Background: an optimization exercise with open tools, aiming at small area and a short achievable clock period. Do not read the settings as production practice. Function was not checked in any run shown here: the RTL went through the layout flow alone.

## flow/design.v (module list and top-level ports; edited modules follow where they fit)
// module fa_m: 4 lines
// module ha_m: 4 lines
// module vedic_multiplier_32x32_pipelined: 4557 lines
module vedic_multiplier_32x32_pipelined(
    input clk,
    input [31:0] a, b,
    output reg [63:0] result_32x32
);
  // ...
==> flow/run.sh <==
#!/bin/bash
# synth_recipe.tcl (not shown) runs the flow's synth.tcl, then flattens the netlist and writes it again
# the make line also repeats each setting of config.mk as NAME=value (left out here)
make -C /OpenROAD-flow-scripts/flow DESIGN_CONFIG=/design/flow/config.mk WORK_HOME=/design/flow/orfs CLKGATE_MAP_FILE= SYNTH_SCRIPT=/design/flow/synth_recipe.tcl finish
==> flow/config.mk <==
export PLATFORM = sky130hd
export DESIGN_NAME = vedic_multiplier_32x32_pipelined
export DESIGN_NICKNAME = vedic_multiplier_32x32_pipelined
export VERILOG_FILES = /design/flow/design.v
export SDC_FILE = /design/flow/constraint.sdc
export NUM_CORES = 4
export LEC_CHECK = 0
export ABC_AREA = 1
export CAP_MARGIN = 50
export CORE_MARGIN = 2
export CORE_UTILIZATION = 55
export SLEW_MARGIN = 70
export SYNTH_HIERARCHICAL = 1
export SYNTH_MINIMUM_KEEP_SIZE = 0
==> flow/constraint.sdc <==
create_clock -name core_clock -period 11.5 [get_ports {clk}]
set_input_delay 2.3000 -clock core_clock [delete_from_list [all_inputs] [get_ports {clk}]]
set_output_delay 2.3000 -clock core_clock [all_outputs]
set_load 0.01 [all_outputs]
==> results.py, run 1 <==
metrics = {
    "layout": {
        "top_area_cell_class": "multi-input combinational cells",
        "nets": 3870,
        "final_cell_mix": "xor2_1, o22ai_1, dfxtp_1",
        "fin_util": 0.628,
    },
    "worst_setup_path": {
        "r2r-end": "r2[106]",
        "critPathCapture": "result_32x32[53]",
        "crit_cells": 1,
        "critPathBufInv": 1,
        "worstPathMaxFanout": 1,
        "reg2reg_slack_ps": 7890,
        "required_ps": 9200,
        "worstSetupEndpointType": "primary output",
    },
    "timing": {
        "skew_ps": 56.3,
        "slew_viol_final": 0,
        "max_freq_ghz": 0.262,
        "relSlewSlack": 0.691,
    },
    "synth": {
        "yosysSeqAreaShare": 0.306,
        "netlist_top_cells_area": "dfxtp_1, fa_1, xor2_1",
    },
    "worst_hold_path": {
        "hold_end": "p4[46]",
        "hp-class": "flip-flop to flip-flop",
    },
    "clock_tree": {
        "cts_hold_buf": 0,
        "h-tree-depth": 2,
        "postCtsSetupBuffers": 0,
    },
    "global_route": {
        "grt_pass1_vias": 26477,
        "grt_usage": 0.313,
    },
    "drt": {
        "wl_met2_um": 44700,
    },
    "place": {
        "post-place-ws_ps": 7860,
    },
    "run_status": {
        "status": "complete, no violations",
    },
}
==> inputs of run 2 (changes only) <==
--- a/flow/config.mk
+++ b/flow/config.mk
@@ -7,8 +7,8 @@
 export LEC_CHECK = 0
 export ABC_AREA = 1
-export CAP_MARGIN = 50
+export CAP_MARGIN = 20
 export CORE_MARGIN = 2
 export CORE_UTILIZATION = 55
-export SLEW_MARGIN = 70
+export SLEW_MARGIN = 20
 export SYNTH_HIERARCHICAL = 1
 export SYNTH_MINIMUM_KEEP_SIZE = 0
==> results.py, run 2 <==
metrics = {
    "worst_setup_path": {
        "start_kind": "flip-flop",
        "r2r-end": "p3[33]",
        "crit_arrival_ps": 4460,
        "cp_common_cell": "nand2_1",
        "cp-startpoint": "r2[20]",
        "required_ps": 12050,
        "slowest_delay_ps": 570,
        "reg2reg_from": "r2[20]",
        "worstPathCellList": "fa_1 -> fa_1 -> ha_1 -> a21oi_1 -> nand3_2 -> nand2_1 -> nand2_1 -> nand2_1 -> nand2_2 -> ha_1 -> nor2_1 -> xnor2_1",
        "critical-path-top-delay-family": "adder cells",
        "worstPathMaxFanout": 31,
        "reg2reg_depth": 12,
        "critPathBufInv": 0,
        "cpMaxStageDelayCell": "fa_1",
        "critPathCapture": "p3[33]",
        "reg2reg_slack_ps": 7590,
        "worstSetupEndpointType": "flip-flop",
        "crit_cells": 12,
        "path_class": "flip-flop to flip-flop",
    },
    "drt": {
        "ant_nets": 0,
        "initialDrtViolationCount": 2328,
        "drc": 0,
        "dr.pass1.iters": 6,
        "vias": 24609,
        "postRouteWirelength_um": 97800,
        "routedWlPerCell_um": 24.3,
        "via_per_inst": 6.12,
    },
    "global_route": {
        "grt_max_degree": 36,
        "antenna_found_initial": 4,
        "grt_pass1_vias": 26324,
        "grt_usage": 0.310,
        "grt_pass1_wl_um": 151000,
        "gr-total-overflow": 0,
    },
    "synth": {
        "netlist_top_cells_area": "dfxtp_1, fa_1, xor2_1",
        "synth_top_family_by_area": "adder cells",
        "yosys.area_share.simple": 0.0621,
        "synth-seq-cells": 516,
        "synth_most_common_cell": "xor2_1",
        "synth.net_count": 3898,
        "ys.flop_type": "dfxtp_1",
        "synthDistinctLibCells": 33,
        "yosys.area.top_type": "dfxtp_1",
        "synthTopCellsByCount": "xor2_1, dfxtp_1, o22ai_1, fa_1, nand2_1",
        "synth_compound_area_frac": 0.107,
        "synthMuxAreaShare": 0,
        "yosys.area.top_type_share": 0.306,
        "async_flop_share": 0,
        "yosysSeqAreaShare": 0.306,
        "synth_edf_count": 0,
        "synth-xor-area-share": 0.146,
        "yosysWarnings": 7,
        "syn_inst": 3242,
        "syn_area_um2": 33800,
        "synth-adder-area-share": 0.323,
        "avgSynthCellArea_um2": 10.4,
    },
    "clock_tree": {
        "cts_sinks": 516,
        "clock_path_buffers": 3,
        "cts.clk_slew.worst_paths_ps": 60,
        "cts-buffers-inserted": 54,
        "tritoncts": "built",
        "postCtsSetupBuffers": 0,
        "cts_resized": 0,
        "cts_hold_buf": 0,
        "h-tree-depth": 2,
        "cts_root_buf": "clkbuf_16",
        "insertion_delay_ps": 630,
    },
    "place": {
        "place_hpwl_um": 62000,
        "post-place-ws_ps": 7590,
        "place_area_um2": 35400,
        "gp_congestion": 0.888,
        "port_buffers": 128,
    },
    "die": {
        "io_pins": 129,
        "core_area_um2": 60600,
        "start_util": 0.557,
        "die-area_um2": 63400,
        "die_x_um": 252,
        "die_y_um": 252,
        "rows": 90,
    },
    "timing": {
        "relSlewSlack": 0.272,
        "skew_ps": 20.7,
        "grt_setup_unrepaired": "no",
        "setup_viol": 0,
        "fin_setup_tns_ps": 0,
        "slew_viol_final": 0,
        "worst_pin_slew_ps": 1090,
        "period_share": 0.340,
        "finalCriticalPeriod_ps": 3910,
        "hold_viol_final": 0,
        "setup_ws_ps": 7590,
        "max_freq_ghz": 0.256,
    },
    "layout": {
        "final_common_cell": "xor2_1",
        "top_register": "r2",
        "area_delta_synth_final_pct": 10.2,
        "fillers": 4933,
        "diodes": 0,
        "drive_above_1_share": 0.0698,
        "final_cell_mix": "xor2_1, o22ai_1, dfxtp_1",
        "fin_area_um2": 37200,
        "nets": 3851,
        "largest_reg_flops": 243,
    },
    "flow_run": {
        "drv_cap": 0,
    },
    "run_status": {
        "status": "complete, no violations",
    },
    "worst_hold_path": {
        "hp-class": "flip-flop to flip-flop",
        "hold_depth": 0,
    },
}
## run 2: cell count changes in the layout (fill, tap and decap cells not counted), sizes merged
cell / previous run / this run
buf: 82 / 67
clkbuf: 72 / 78
clkinv: 18 / 12
bufinv: 6 / 4
clkinvlp: 3 / 2
inv: 187 / 186
## run 2: worst min path at each step
| stage | from | to | slack (ps) |
|---|---|---|---|
| 2_1_floorplan | r2[0] | p3[0] | 310 |
| 3_3_place_gp | p3[12] | p4[12] | 310 |
| 3_5_place_dp | p4[16] | result_32x32[16] | 310 |
| 4_1_cts | p4[19] | result_32x32[19] | 320 |
| 5_1_grt | p4[31] | result_32x32[31] | 330 |
| 6_report | p4[19] | result_32x32[19] | 320 |
## run 2: cell type report
| type | count | area, um^2 | area share |
|---|---|---|---|
| Multi-Input combinational cell | 2246 | 21600 | 0.579 |
| Timing Repair Buffer | 195 | 1780 | 0.0479 |
| Clock inverter | 22 | 269 | 0.00723 |
| Inverter | 182 | 683 | 0.0184 |
| Clock buffer | 78 | 1570 | 0.0422 |
| Tap cell | 782 | 978 | 0.0263 |
| Sequential cell | 516 | 10400 | 0.279 |
## run 2: cell families after synthesis
| kind of cell | count (synthesis) |
|---|---|
| adder cells (fa/ha/maj) | 591 |
| flip-flops | 516 |
| XOR/XNOR | 563 |
| AO/OA/AOI/OAI | 584 |
| buffers and inverters | 480 |
| AND/OR/NAND/NOR | 508 |
## run 2: layer usage
layer  share of wire  wire, um  up-vias  GRT usage
li1                -         -    10548          -
met4           0.042      4110        8      0.131
met2            0.46     44800     1539      0.494
met5         0.00045        44        -          0
met1            0.39     37900    12182      0.402
met3            0.11     11000      332     0.0825
## run 2: metrics by stage
step,instances,hold slack (ps),util
after floorplan,3242,310,-
after global placement,3921,309,0.584
after detailed placement,3921,312,0.584
after CTS,4021,323,0.614
after global routing,4021,325,0.614
final,4021,321,0.614
## run 2: worst register-to-register path, cell delays in order (launching register included)
cell,delay [ps]
dfxtp_1,310
fa_1,570
fa_1,430
ha_1,360
a21oi_1,210
nand3_2,180
nand2_1,90
nand2_1,330
nand2_1,200
nand2_2,450
ha_1,450
nor2_1,130
xnor2_1,130
## run 2: modules after synthesis (local to each module, per instance)
| module | copies in the design | cell area, um^2 | cells | flip-flops and latches |
|---|---|---|---|---|
| ha_m | 105 | 12.5 | 1 | 0 |
| vedic_multiplier_32x32_pipelined | 1 | 23000 | 2667 | 516 |
| fa_m | 470 | 20.0 | 1 | 0 |
==> inputs of run 3 (changes only) <==
--- a/flow/config.mk
+++ b/flow/config.mk
@@ -7,8 +7,10 @@
 export LEC_CHECK = 0
 export ABC_AREA = 1
-export CAP_MARGIN = 20
+export CAP_MARGIN = 50
 export CORE_MARGIN = 2
 export CORE_UTILIZATION = 55
-export SLEW_MARGIN = 20
+export CTS_CLUSTER_DIAMETER = 60
+export CTS_CLUSTER_SIZE = 30
+export SLEW_MARGIN = 70
 export SYNTH_HIERARCHICAL = 1
 export SYNTH_MINIMUM_KEEP_SIZE = 0
==> results.py, run 3 <==
metrics = {
    "run_status": {
        "status": "complete, no violations",
    },
    "global_route": {
        "grt_pass1_vias": 26450,
        "grt_pass1_wl_um": 151000,
        "gr-total-overflow": 0,
        "antenna_found_initial": 6,
        "grt_max_degree": 36,
        "grt_usage": 0.311,
    },
    "layout": {
        "regArea_um2": 10400,
        "fin_cells": 4017,
        "largest_reg_flops": 243,
        "final_common_cell": "xor2_1",
        "nets": 3858,
        "area_delta_synth_final_pct": 11.8,
        "multi_input_area_um2": 21600,
        "diodes": 0,
        "final_cell_mix": "xor2_1, o22ai_1, dfxtp_1",
        "fillers": 4847,
        "top_register": "r2",
        "drive_above_1_share": 0.0730,
        "fin_util": 0.623,
    },
    "place": {
        "gp_congestion": 0.888,
        "port_buffers": 128,
        "place_hpwl_um": 64400,
        "dpl.cell_count": 3939,
    },
    "synth": {
        "synth_compound_area_frac": 0.107,
        "synth_edf_count": 0,
        "ys.flop_type": "dfxtp_1",
        "yosys.area.top_type": "dfxtp_1",
        "synthMuxAreaShare": 0,
        "avgSynthCellArea_um2": 10.4,
        "async_flop_share": 0,
        "yosys.area_share.simple": 0.0621,
        "syn_area_um2": 33800,
        "synth.net_count": 3898,
        "syn_inst": 3242,
        "synth-xor-area-share": 0.146,
        "yosys.area.top_type_share": 0.306,
        "yosysWarnings": 7,
        "synth_top_family_by_area": "adder cells",
        "synth-adder-area-share": 0.323,
        "synth-seq-cells": 516,
        "synthTopCellsByCount": "xor2_1, dfxtp_1, o22ai_1, fa_1, nand2_1",
        "synth_most_common_cell": "xor2_1",
        "netlist_top_cells_area": "dfxtp_1, fa_1, xor2_1",
        "synthDistinctLibCells": 33,
        "yosysSeqAreaShare": 0.306,
    },
    "worst_hold_path": {
        "hold_depth": 0,
        "hold_end": "result_32x32[60]",
        "hp-class": "flip-flop to flip-flop",
        "hold_start": "p4[60]",
    },
    "worst_setup_path": {
        "critical-path-top-delay-family": "buffers and inverters",
        "worstPathMaxFanout": 1,
        "reg2reg_depth": 7,
        "r2r-end": "r2[118]",
        "required_ps": 9200,
        "worstSetupEndpointType": "primary output",
        "crit_cells": 1,
        "reg2reg_slack_ps": 7860,
        "start_kind": "flip-flop",
        "crit_arrival_ps": 1490,
        "worstPathCellList": "clkdlybuf4s50_1",
        "critPathBufInv": 1,
        "cpMaxStageDelayCell": "clkdlybuf4s50_1",
        "cp-startpoint": "result_32x32[53]",
        "reg2reg_from": "a_r[29]",
        "slowest_delay_ps": 570,
        "path_class": "flip-flop to primary output",
    },
    "clock_tree": {
        "insertion_delay_ps": 600,
        "cts_sinks": 516,
        "cts_root_buf": "clkbuf_16",
        "h-tree-depth": 2,
        "cts-buffers-inserted": 41,
        "cts_hold_buf": 0,
        "tritoncts": "built",
        "postCtsSetupBuffers": 0,
        "cts_resized": 0,
        "clock_path_buffers": 3,
        "cts.clk_slew.worst_paths_ps": 80,
    },
    "drt": {
        "via_per_inst": 6.17,
        "vias": 24780,
        "routedWlPerCell_um": 24.4,
        "initialDrtViolationCount": 2531,
        "postRouteWirelength_um": 97900,
        "dr.pass1.iters": 6,
        "drc": 0,
        "ant_nets": 0,
    },
    "die": {
        "rows": 90,
        "die_x_um": 252,
        "io_pins": 129,
        "die-area_um2": 63400,
        "start_util": 0.557,
        "core_area_um2": 60600,
        "die_y_um": 252,
    },
    "timing": {
        "hold_viol_final": 0,
        "finalCriticalPeriod_ps": 3790,
        "slew_viol_final": 0,
        "grt_setup_unrepaired": "no",
        "worst_pin_slew_ps": 458,
        "fin_setup_tns_ps": 0,
        "setup_viol": 0,
        "max_freq_ghz": 0.264,
        "period_share": 0.329,
        "relSlewSlack": 0.694,
        "holdWs_ps": 326,
        "skew_ps": 32.6,
    },
    "flow_run": {
        "drv_cap": 0,
    },
}
[run 3: worst register-to-register path: stages, from the launching register on]
cell	delay, ps
dfxtp_1	550
buf_4	430
o22ai_1	170
xor2_1	180
fa_1	530
fa_1	620
fa_1	470
fa_1	540
[run 3: worst max-delay path by stage]
stage / end / slack [ps]
floorplan: r2[114] / 8320
global placement: p3[33] / 7670
detailed placement: r2[106] / 7860
CTS: result_32x32[53] / 7680
global route: result_32x32[52] / 7680
finish: result_32x32[53] / 7710
[run 3: modules after synthesis, one instance, submodules excluded]
module / flip-flops and latches / cells / times used
fa_m: 0 / 1 / 470
ha_m: 0 / 1 / 105
vedic_multiplier_32x32_pipelined: 516 / 2667 / 1
[run 3: cell type report]
cell class / instances / area share
Clock inverter: 31 / 0.0113
Sequential cell: 516 / 0.276
Tap cell: 782 / 0.0259
Timing Repair Buffer: 215 / 0.0685
Multi-Input combinational cell: 2246 / 0.571
Inverter: 182 / 0.0181
Clock buffer: 45 / 0.0292
[run 3: cell families (layout without fill, tap and decap cells)]
kind of cell	count (synthesis)	in the layout
AND/OR/NAND/NOR	508	508
XOR/XNOR	563	563
flip-flops	516	516
AO/OA/AOI/OAI	584	584
adder cells (fa/ha/maj)	591	591
buffers and inverters	480	473
[run 3: metal layers]
| metal | global-route usage | vias up | part of all wire |
|---|---|---|---|
| li1 | - | 10556 | - |
| met1 | 0.408 | 12315 | 0.39 |
| met2 | 0.490 | 1585 | 0.45 |
| met3 | 0.0854 | 314 | 0.11 |
| met4 | 0.122 | 10 | 0.041 |
| met5 | 0 | - | 0.00066 |
[run 3: through the flow]
step                worst slack, ps  instance area [um^2]
detailed placement             7860                 36100
CTS                            7680                 37700
global route                   7680                 37800
global placement               7670                 35400
floorplan                      8320                 33800
finish                         7710                 37800
==> inputs of run 4 (changes only) <==
==> flow/flow/run.sh (new file) <==
#!/bin/bash
# Own layout flow: the standard ORFS flow (standard.sh, unchanged synthesis),
# with the I/O port buffers made of sky130_fd_sc_hd__buf_2 cells instead of the
# delay-cell buffer that buffer_ports picks by default.
# make's full output goes to standard_flow.log here; ORFS keeps each step's log
# under orfs/logs/.
set -euo pipefail
bash standard.sh "BUFFER_PORTS_ARGS=-buffer_cell sky130_fd_sc_hd__buf_2" finish > standard_flow.log 2>&1
==> flow/standard.sh (new file) <==
#!/bin/bash
# synth_recipe.tcl (not shown) runs the flow's synth.tcl, then flattens the netlist and writes it again
# the make line also repeats each setting of config.mk as NAME=value (left out here)
make -C /OpenROAD-flow-scripts/flow DESIGN_CONFIG=/design/flow/config.mk WORK_HOME=/design/flow/orfs CLKGATE_MAP_FILE= SYNTH_SCRIPT=/design/flow/synth_recipe.tcl "${@:-finish}"
--- a/flow/config.mk
+++ b/flow/config.mk
@@ -10,6 +10,4 @@
 export CORE_MARGIN = 2
 export CORE_UTILIZATION = 55
-export CTS_CLUSTER_DIAMETER = 60
-export CTS_CLUSTER_SIZE = 30
 export SLEW_MARGIN = 70
 export SYNTH_HIERARCHICAL = 1
removed: flow/run.sh
==> results.py, run 4 <==
metrics = {
    "timing": {
        "max_freq_ghz": 0.275,
        "relSlewSlack": 0.695,
        "period_share": 0.316,
        "worst_pin_slew_ps": 458,
        "finalCriticalPeriod_ps": 3630,
        "grt_setup_unrepaired": "no",
        "slew_viol_final": 0,
        "hold_viol_final": 0,
        "setup_ws_ps": 7870,
        "setup_viol": 0,
        "fin_setup_tns_ps": 0,
        "skew_ps": 24.3,
    },
    "global_route": {
        "grt_max_degree": 36,
        "gr-total-overflow": 0,
        "antenna_found_initial": 8,
        "grt_pass1_vias": 26494,
        "grt_pass1_wl_um": 150000,
        "grt_usage": 0.306,
    },
    "synth": {
        "ys.flop_type": "dfxtp_1",
        "yosysWarnings": 7,
        "synthDistinctLibCells": 33,
        "async_flop_share": 0,
        "syn_inst": 3242,
        "synth_most_common_cell": "xor2_1",
        "synth_edf_count": 0,
        "yosys.area.top_type": "dfxtp_1",
        "yosys.area.top_type_share": 0.306,
        "avgSynthCellArea_um2": 10.4,
        "synth-seq-cells": 516,
        "yosysSeqAreaShare": 0.306,
        "synthTopCellsByCount": "xor2_1, dfxtp_1, o22ai_1, fa_1, nand2_1",
        "netlist_top_cells_area": "dfxtp_1, fa_1, xor2_1",
        "syn_area_um2": 33800,
        "synth.net_count": 3898,
    },
    "worst_setup_path": {
        "reg2reg_from": "a_r[29]",
        "cp-startpoint": "a_r[29]",
        "reg2reg_depth": 7,
        "cp_common_cell": "fa_1",
        "reg2reg_slack_ps": 7870,
        "required_ps": 11970,
        "worstPathMaxFanout": 27,
        "worstPathCellList": "buf_4 -> o22ai_1 -> xor2_1 -> fa_1 -> fa_1 -> fa_1 -> fa_1",
        "worstSetupEndpointType": "flip-flop",
        "slowest_delay_ps": 630,
        "path_class": "flip-flop to flip-flop",
        "r2r-end": "r2[114]",
        "start_kind": "flip-flop",
        "crit_arrival_ps": 4110,
        "cpMaxStageDelayCell": "fa_1",
    },
    "layout": {
        "nets": 3874,
        "final_cell_mix": "xor2_1, o22ai_1, dfxtp_1",
        "largest_reg_flops": 243,
        "fin_cells": 4048,
        "top_register": "r2",
        "final_common_cell": "xor2_1",
        "fin_util": 0.619,
        "area_delta_synth_final_pct": 11.1,
        "drive_above_1_share": 0.116,
    },
    "worst_hold_path": {
        "hold_depth": 0,
        "hp-class": "flip-flop to flip-flop",
        "hold_start": "p4[39]",
        "hold_end": "result_32x32[39]",
    },
    "place": {
        "port_buffers": 128,
        "post-place-ws_ps": 7970,
        "gp_congestion": 0.891,
        "dpl.cell_count": 3940,
        "place_hpwl_um": 62500,
    },
    "clock_tree": {
        "h-tree-depth": 2,
        "insertion_delay_ps": 630,
        "postCtsSetupBuffers": 0,
        "cts-buffers-inserted": 55,
        "cts_root_buf": "clkbuf_16",
        "cts_sinks": 516,
        "cts_resized": 0,
        "tritoncts": "built",
        "cts.clk_slew.worst_paths_ps": 60,
        "cts_hold_buf": 0,
        "clock_path_buffers": 3,
    },
    "die": {
        "die-area_um2": 63400,
        "io_pins": 129,
        "start_util": 0.557,
        "die_y_um": 252,
        "rows": 90,
        "core_area_um2": 60600,
        "die_x_um": 252,
    },
    "run_status": {
        "status": "complete, no violations",
    },
    "drt": {
        "postRouteWirelength_um": 96600,
        "via_per_inst": 6.15,
        "vias": 24879,
        "dr.pass1.iters": 5,
        "drc": 0,
        "routedWlPerCell_um": 23.9,
        "ant_nets": 0,
        "initialDrtViolationCount": 2790,
    },
    "flow_run": {
        "drv_cap": 0,
    },
}
[run 4: cell types whose count changed in the layout (fill, tap and decap cells not counted), sizes merged]
cell	delta
clkbuf	+31
clkdlybuf4s50	-128
buf	+131
clkinv	+1
bufinv	+1
diode	+3
inv	-8
[run 4: final cells by class]
cell class	instances	area, um^2
clock buffers	77	1610
multi-input cells	2246	21600
fillers	4951	23100
clock inverters	25	317
inverters	182	683
well taps	782	978
flip-flops and latches	516	10400
repair buffers	217	1940
diodes	3	7.51
[run 4: kinds of logic (layout without fill, tap and decap cells)]
kind of cell | after synthesis | after routing | share of synthesized area
AO/OA/AOI/OAI | 584 | 584 | 0.107
XOR/XNOR | 563 | 563 | 0.146
adder cells (fa/ha/maj) | 591 | 591 | 0.323
buffers and inverters | 480 | 501 | 0.0558
flip-flops | 516 | 516 | 0.306
other | 0 | 3 | 0
AND/OR/NAND/NOR | 508 | 508 | 0.0621
[run 4: how the worst max path moves through the flow]
stage	end	slack [ps]	cells after the start
final	r2[114]	7870	7
after global routing	p3[33]	7760	14
after CTS	r2[114]	7960	7
after detailed placement	r2[114]	7970	7
after global placement	p3[33]	7650	14
after floorplan	r2[114]	8320	7
[run 4: routing by layer]
metal	global-route usage	vias to the layer above	wire length, um
met2	0.482	1639	43900
met4	0.120	10	3760
met3	0.0934	315	11300
met5	0	-	69
met1	0.396	12309	37500
li1	-	10606	-
[run 4: critical path: cells and delay by family (launching register included)]
kind | cells | cell delay (ps)
AO/OA/AOI/OAI | 1 | 170
XOR/XNOR | 1 | 190
adder cells (fa/ha/maj) | 4 | 2190
buffers and inverters | 1 | 410
flip-flops | 1 | 490
[run 4: stage by stage]
stage / hold WS [ps] / area (um^2)
floorplan: 310 / 33800
global placement: 310 / 34800
detailed placement: 312 / 35400
CTS: 321 / 37400
global route: 329 / 37500
finish: 319 / 37500
[run 4: Yosys stat by module (local to each module, per instance)]
module                            copies in the design  cells  cell area [um^2]  flip-flops and latches
ha_m                                               105      1              12.5                       0
vedic_multiplier_32x32_pipelined                     1   2667             23000                     516
fa_m                                               470      1              20.0                       0

==> what the ideal ports hide <==
How much do the figures lean on ideal ports? The routed layouts below were timed once more, with nothing changed but the port constraints. Step 1, drivers: a clkbuf_16 drives clk and a buf_2 each remaining input, both assumed. Step 2 also shifts input and output timing later by t, the mid clock arrival at the registers, as if the neighbouring blocks saw the same clock. a / b / c = no drivers / after step 1 / after step 2; a / b = the first two.
run | t, ns | slack for setup (ns) | worst hold slack (ns)
run 1 | 0.682 | 7.689 / 7.628 / 7.885 | 0.324 / 0.324 / 0.324
run 2 | 0.685 | 7.588 / 7.588 / 7.588 | 0.321 / 0.321 / 0.321
run 3 | 0.645 | 7.715 / 7.653 / 7.861 | 0.326 / 0.326 / 0.326
run 4 | 0.682 | 7.869 / 7.869 / 7.869 | 0.319 / 0.319 / 0.319
After both steps every run listed still meets setup and hold.
